What follows belongs to an exercise in optimizing a design on an open flow for small area, a short achievable clock period and few clock cycles per item; a production flow would make more cautious choices. Where RTL was checked, it was by simulation tests only, not by an equivalence proof against the original. Power is estimated from default activity; no workload was simulated.

==> module adler32, before the edit <==
module adler32(
    input clock,
    input rst_n,
    input size_valid,
    input [31:0] size,
    input data_start,
    input [7:0] data,
    output checksum_valid,
    output [31:0] checksum
);
    reg  [7:0]  d_q;       
    reg         ds_q;      
    reg         fa;        
    reg  [31:0] held;      
    reg         held_ok;   
    reg  [31:0] cnt;       
    reg         active;    
    reg         f2;        
    reg  [15:0] A, B;
    reg         vld;
    wire [31:0] cnt_nx;
    wire [7:0]  zb;        
    wire [7:0]  wz;        
    assign wz[0] = 1'b1;
    assign wz[1] = zb[0];
    assign wz[2] = &zb[1:0];
    assign wz[3] = &zb[2:0];
    assign wz[4] = &zb[3:0];
    assign wz[5] = wz[4] & zb[4];
    assign wz[6] = wz[4] & (&zb[5:4]);
    assign wz[7] = wz[4] & (&zb[6:4]);
    genvar k;
    generate
        for (k = 0; k < 8; k = k + 1) begin : cb
            cnt_blk u_b(.c(cnt[4*k+3:4*k]), .h(held[4*k+3:4*k]), .ld(ds_q),
                        .w(wz[k]), .n(cnt_nx[4*k+3:4*k]), .z(zb[k]));
        end
    endgenerate
    wire f1 = active & (cnt == 32'd1);
    wire [15:0] a_in = fa ? 16'd0 : A;
    wire [8:0]  sl = a_in[7:0] + d_q + fa;
    wire [7:0]  ah1 = a_in[15:8] + 8'd1;
    wire        hff = &a_in[15:8];
    wire        hfe = (a_in[15:8] == 8'hFE);
    wire        lge = &sl[7:4] & |sl[3:0];                   
    wire        ga = sl[8] ? (hff | (hfe & lge)) : (hff & lge);   
    wire [7:0]  la = sl[7:0] + 8'd15;
    wire [15:0] a_nx = ga ? {8'd0, la} : {sl[8] ? ah1 : a_in[15:8], sl[7:0]};
    wire [16:0] xb = B + A;
    wire        nz = |xb[3:0];
    wire        gb = xb[16] | (&xb[15:4] & nz);
    wire [15:0] yb = {xb[15:4] + {11'd0, nz}, xb[3:0] - 4'd1};
    wire [15:0] b_nx = gb ? yb : xb[15:0];
    always @(posedge clock) begin
        d_q  <= f1 ? 8'd0 : data;
        ds_q <= data_start & rst_n;
        fa   <= ds_q;
        if (size_valid)
            held <= size;
        if (!rst_n) begin
            held_ok <= 1'b0;
            active  <= 1'b0;
            f2      <= 1'b0;
            vld     <= 1'b0;
        end else begin
            if (size_valid)
                held_ok <= 1'b1;
            if (ds_q)
                active <= held_ok;
            else if (f1)
                active <= 1'b0;
            f2  <= f1;
            vld <= f2;
        end
        cnt <= cnt_nx;
        A <= a_nx;
        B <= fa ? 16'd0 : b_nx;
    end
    assign checksum_valid = vld;
    assign checksum = {B, A};
endmodule
export LEC_CHECK = 0
export ABC_AREA = 1
export CAP_MARGIN = 20
export CORE_MARGIN = 2
export CORE_UTILIZATION = 50
export CTS_BUF_LIST = sky130_fd_sc_hd__clkbuf_4 sky130_fd_sc_hd__clkbuf_8
export SETUP_SLACK_MARGIN = 5
export SLEW_MARGIN = 20
create_clock -name core_clock -period 7.5 [get_ports {clock}]
standard.sh (not shown) runs the stock make flow with config.mk's settings and CLKGATE_MAP_FILE= SYNTH_SCRIPT=/design/flow/synth_recipe.tcl, a recipe that flattens the netlist after the stock synthesis.
==> flow/flow/run.sh <==
#!/bin/bash
# Standard layout, with two changes to how it is made:
#  - plain buffers (buf_2) on the ports;
#  - the full and half adder cells are added to the don't-use list, so that
#    synthesis maps adders to plain gates (faster after timing repair).
set -o pipefail
export BUFFER_PORTS_ARGS="-buffer_cell sky130_fd_sc_hd__buf_2"
BASE=$(make -s -C "$FLOW_HOME" DESIGN_CONFIG="$PWD/config.mk" WORK_HOME="$PWD/orfs" print-DONT_USE_CELLS 2>/dev/null | sed -n 's/^DONT_USE_CELLS: //p')
DU="$BASE sky130_fd_sc_hd__fa_1 sky130_fd_sc_hd__fa_2 sky130_fd_sc_hd__fa_4 sky130_fd_sc_hd__ha_1 sky130_fd_sc_hd__ha_2 sky130_fd_sc_hd__ha_4"
bash standard.sh "DONT_USE_CELLS=$DU" finish > standard.log 2>&1
The baseline went through all stages and came out clean.
Next try:
--- a/flow/design.v
+++ b/flow/design.v
@@ -37,5 +37,5 @@
         end
     endgenerate
-    wire f1 = active & (cnt == 32'd1);
+    wire f1 = active & cnt[0] & ~|cnt[3:1] & (&zb[7:1]);    
     wire [15:0] a_in = fa ? 16'd0 : A;
     wire [8:0]  sl = a_in[7:0] + d_q + fa;
Outcome: The new run ran to the end with no violations; via count drops by 1.1%; worst setup slack is worse by 14 ps; synthesized cell count climbs by 2.5%; critical path depth stays the same; combinational power drops by about 6%; count of clock-buffer cells in the layout drops by 2; area after synthesis climbs by 2.3%; non-clock buffer count drops by 5; final area is about the same.
Testbench counts after the change, summed over its fixed seeds: cycles 572,122, bytes 568,898.
Function not checked in the first run of this note: the RTL went through the layout flow alone.

adler32, a different RTL version from the one above (not shown whole).
For scale: about 110 flip-flops, roughly 77 I/O pins.
==> module adler32, before the edit <==
module adler32(
    input clock,
    input rst_n,
    input size_valid,
    input [31:0] size,
    input data_start,
    input [7:0] data,
    output checksum_valid,
    output [31:0] checksum
);
    reg  [7:0]  d_q;       
    reg         ds_q;      
    reg         fa;        
    reg  [31:0] held;      
    reg         held_ok;   
    reg  [31:0] cnt;       
    reg         active;    
    reg         f2;        
    reg  [15:0] A, B;
    reg         vld;
    wire f1 = active & (cnt == 32'd1);    
    wire [15:0] a_in = fa ? 16'd0 : A;
    wire [8:0]  sl = a_in[7:0] + d_q + fa;
    wire [9:0]  tl = a_in[7:0] + d_q + 10'd15;
    wire [7:0]  ah1 = a_in[15:8] + 8'd1;
    wire        hff = &a_in[15:8];
    wire        hfe = (a_in[15:8] == 8'hFE);
    wire        ga = (hff & (tl[8] | tl[9])) | (hfe & tl[9]);   
    wire [15:0] a_nx = ga ? {8'd0, tl[7:0]} : {sl[8] ? ah1 : a_in[15:8], sl[7:0]};
    wire [16:0] xb = B + A;
    wire [16:0] yb = B + A + 17'd15;
    wire [15:0] b_nx = yb[16] ? yb[15:0] : xb[15:0];
    always @(posedge clock) begin
        d_q  <= f1 ? 8'd0 : data;
        ds_q <= data_start & rst_n;
        fa   <= ds_q;
        if (size_valid)
            held <= size;
        if (!rst_n) begin
            held_ok <= 1'b0;
            active  <= 1'b0;
            f2      <= 1'b0;
            vld     <= 1'b0;
        end else begin
            if (size_valid)
                held_ok <= 1'b1;
            if (ds_q)
                active <= held_ok;
            else if (f1)
                active <= 1'b0;
            f2  <= f1;
            vld <= f2;
        end
        cnt <= ds_q ? held : cnt - 32'd1;
        A <= a_nx;
        B <= fa ? 16'd0 : b_nx;
    end
    assign checksum_valid = vld;
    assign checksum = {B, A};
endmodule
Settings: LEC_CHECK=0, ABC_AREA=1, CAP_MARGIN=20, CORE_MARGIN=2, CORE_UTILIZATION=40, SETUP_SLACK_MARGIN=4.8, SLEW_MARGIN=20; clock period 7.5 ns.
==> flow/flow/run.sh <==
#!/bin/bash
# Standard layout, with plain buffers on the ports.
export BUFFER_PORTS_ARGS="-buffer_cell sky130_fd_sc_hd__buf_2"
bash standard.sh > standard.log 2>&1
Next try:
--- a/flow/design.v
+++ b/flow/design.v
@@ -20,17 +20,20 @@
     reg         vld;
     wire f1 = active & (cnt == 32'd1);    
     wire [15:0] a_in = fa ? 16'd0 : A;
     wire [8:0]  sl = a_in[7:0] + d_q + fa;
-    wire [9:0]  tl = a_in[7:0] + d_q + 10'd15;
     wire [7:0]  ah1 = a_in[15:8] + 8'd1;
     wire        hff = &a_in[15:8];
     wire        hfe = (a_in[15:8] == 8'hFE);
-    wire        ga = (hff & (tl[8] | tl[9])) | (hfe & tl[9]);   
-    wire [15:0] a_nx = ga ? {8'd0, tl[7:0]} : {sl[8] ? ah1 : a_in[15:8], sl[7:0]};
+    wire        lge = &sl[7:4] & |sl[3:0];                   
+    wire        ga = sl[8] ? (hff | (hfe & lge)) : (hff & lge);   
+    wire [7:0]  la = sl[7:0] + 8'd15;
+    wire [15:0] a_nx = ga ? {8'd0, la} : {sl[8] ? ah1 : a_in[15:8], sl[7:0]};
     wire [16:0] xb = B + A;
-    wire [16:0] yb = B + A + 17'd15;
-    wire [15:0] b_nx = yb[16] ? yb[15:0] : xb[15:0];
+    wire        nz = |xb[3:0];
+    wire        gb = xb[16] | (&xb[15:4] & nz);
+    wire [15:0] yb = {xb[15:4] + {11'd0, nz}, xb[3:0] - 4'd1};
+    wire [15:0] b_nx = gb ? yb : xb[15:0];
     always @(posedge clock) begin
         d_q  <= f1 ? 8'd0 : data;
         ds_q <= data_start & rst_n;
         fa   <= ds_q;
Effect: Worst hold slack gets worse by 9.8 ps; global-route usage rises by 0.66 points; fmax rises by 4.0%; final area falls by 4.7%; synthesized area falls by 4.8%; power rises by 4.3%; critical path depth falls by 14; setup slack gets better by 100 ps; wire length falls by 4.2%; synthesized cell count falls by 2.3%; clock-buffer cell count rises by 2; cell count falls by 2.8%; clock skew falls by 6.1 ps; sequential share of layout area rises by 1.6 points.
Testbench counts after the change, summed over its fixed seeds: cycles 572,122, bytes 568,898.
No functional check of the RTL was part of the first run of this note.

The RTL this note starts from:
==> flow/design.v <==
module adler32(
    input clock,
    input rst_n,
    input size_valid,
    input [31:0] size,
    input data_start,
    input [7:0] data,
    output checksum_valid,
    output [31:0] checksum
);
    reg  [7:0]  d_q;       
    reg         ds_q;      
    reg         fa;        
    reg  [31:0] held;      
    reg         held_ok;   
    reg  [31:0] cnt;       
    reg         active;    
    reg         f2;        
    reg  [15:0] A, B;
    reg         vld;
    wire f1 = active & (cnt == 32'd1);    
    wire [15:0] a_in = fa ? 16'd0 : A;
    wire [8:0]  sl = a_in[7:0] + d_q + fa;
    wire [7:0]  ah1 = a_in[15:8] + 8'd1;
    wire        hff = &a_in[15:8];
    wire        hfe = (a_in[15:8] == 8'hFE);
    wire        lge = &sl[7:4] & |sl[3:0];                   
    wire        ga = sl[8] ? (hff | (hfe & lge)) : (hff & lge);   
    wire [7:0]  la = sl[7:0] + 8'd15;
    wire [15:0] a_nx = ga ? {8'd0, la} : {sl[8] ? ah1 : a_in[15:8], sl[7:0]};
    wire [16:0] xb = B + A;
    wire [16:0] yb = B + A + 17'd15;
    wire [15:0] b_nx = yb[16] ? yb[15:0] : xb[15:0];
    always @(posedge clock) begin
        d_q  <= f1 ? 8'd0 : data;
        ds_q <= data_start & rst_n;
        fa   <= ds_q;
        if (size_valid)
            held <= size;
        if (!rst_n) begin
            held_ok <= 1'b0;
            active  <= 1'b0;
            f2      <= 1'b0;
            vld     <= 1'b0;
        end else begin
            if (size_valid)
                held_ok <= 1'b1;
            if (ds_q)
                active <= held_ok;
            else if (f1)
                active <= 1'b0;
            f2  <= f1;
            vld <= f2;
        end
        cnt <= ds_q ? held : cnt - 32'd1;
        A <= a_nx;
        B <= fa ? 16'd0 : b_nx;
    end
    assign checksum_valid = vld;
    assign checksum = {B, A};
endmodule
export LEC_CHECK = 0
export ABC_AREA = 1
export CAP_MARGIN = 20
export CORE_MARGIN = 2
export CORE_UTILIZATION = 40
export SETUP_SLACK_MARGIN = 4.8
export SLEW_MARGIN = 20
create_clock -name core_clock -period 7.5 [get_ports {clock}]
Scripts as last shown in full above: flow/flow/run.sh
Testbench counts at the start, summed over its fixed seeds: cycles 572,122, bytes 568,898.
Then changed:
--- a/flow/design.v
+++ b/flow/design.v
@@ -18,7 +18,8 @@
     reg         f2;        
     reg  [15:0] A, B;
     reg         vld;
-    wire f1 = active & (cnt == 32'd1);    
+    wire [31:0] cnt_m = ds_q ? held : cnt;
+    wire        f1 = active & (cnt_m == 32'd0);    
     wire [15:0] a_in = fa ? 16'd0 : A;
     wire [8:0]  sl = a_in[7:0] + d_q + fa;
     wire [7:0]  ah1 = a_in[15:8] + 8'd1;
@@ -29,8 +30,10 @@
     wire [7:0]  la = sl[7:0] + 8'd15;
     wire [15:0] a_nx = ga ? {8'd0, la} : {sl[8] ? ah1 : a_in[15:8], sl[7:0]};
     wire [16:0] xb = B + A;
-    wire [16:0] yb = B + A + 17'd15;
-    wire [15:0] b_nx = yb[16] ? yb[15:0] : xb[15:0];
+    wire        nz = |xb[3:0];
+    wire        gb = xb[16] | (&xb[15:4] & nz);
+    wire [15:0] yb = {xb[15:4] + {11'd0, nz}, xb[3:0] - 4'd1};
+    wire [15:0] b_nx = gb ? yb : xb[15:0];
     always @(posedge clock) begin
         d_q  <= f1 ? 8'd0 : data;
         ds_q <= data_start & rst_n;
@@ -52,7 +55,7 @@
             f2  <= f1;
             vld <= f2;
         end
-        cnt <= ds_q ? held : cnt - 32'd1;
+        cnt <= cnt_m - 32'd1;
         A <= a_nx;
         B <= fa ? 16'd0 : b_nx;
     end
What happened: Total power went down by a few percent; register-to-register slack barely changes; synthesized cell count came out lower slightly; via count drops slightly; count of clock-buffer cells in the layout stays the same.
Only the layout flow was run in the second run of this note; the RTL was not checked for function there.

[re-timing with driven ports]
No port has a modelled driver above. Below, the same layouts with a new extraction and two added sets of constraints.
Step 1, drivers: a clkbuf_16 drives clock and a buf_2 each remaining input, both assumed.
Step 2 times the ports against the registers' clock, not the clock port: input delays grow and output delays shrink by t, the midpoint of the rising clock arrivals with the driver on.
Three values: ideal ports, drivers, drivers and shift; two values: the first two.
run | t, ns | setup WS [ns] | worst hold slack (ns) | worst setup path after step 2 | clock arrival spread, ns
the first run of note 1 | 0.392 | 5.056 / 5.023 / 5.073 | 0.423 / 0.423 / 0.423 | input to register | 0.010 / 0.010
the second run of note 1 | 0.424 | 5.042 / 5.005 / 5.050 | 0.423 / 0.423 / 0.423 | input to register | 0.010 / 0.010
the first run of note 2 | 0.391 | 4.833 / 4.833 / 4.833 | 0.423 / 0.423 / 0.423 | register to register | 0.014 / 0.014
the second run of note 2 | 0.397 | 4.936 / 4.896 / 4.937 | 0.413 / 0.413 / 0.413 | register to register | 0.008 / 0.009
the first run of note 3 | 0.401 | 4.843 / 4.843 / 4.843 | 0.426 / 0.426 / 0.426 | register to register | 0.016 / 0.016
the second run of note 3 | 0.388 | 4.832 / 4.832 / 4.832 | 0.443 / 0.443 / 0.443 | register to register | 0.010 / 0.011
After both steps every run listed still meets setup and hold.
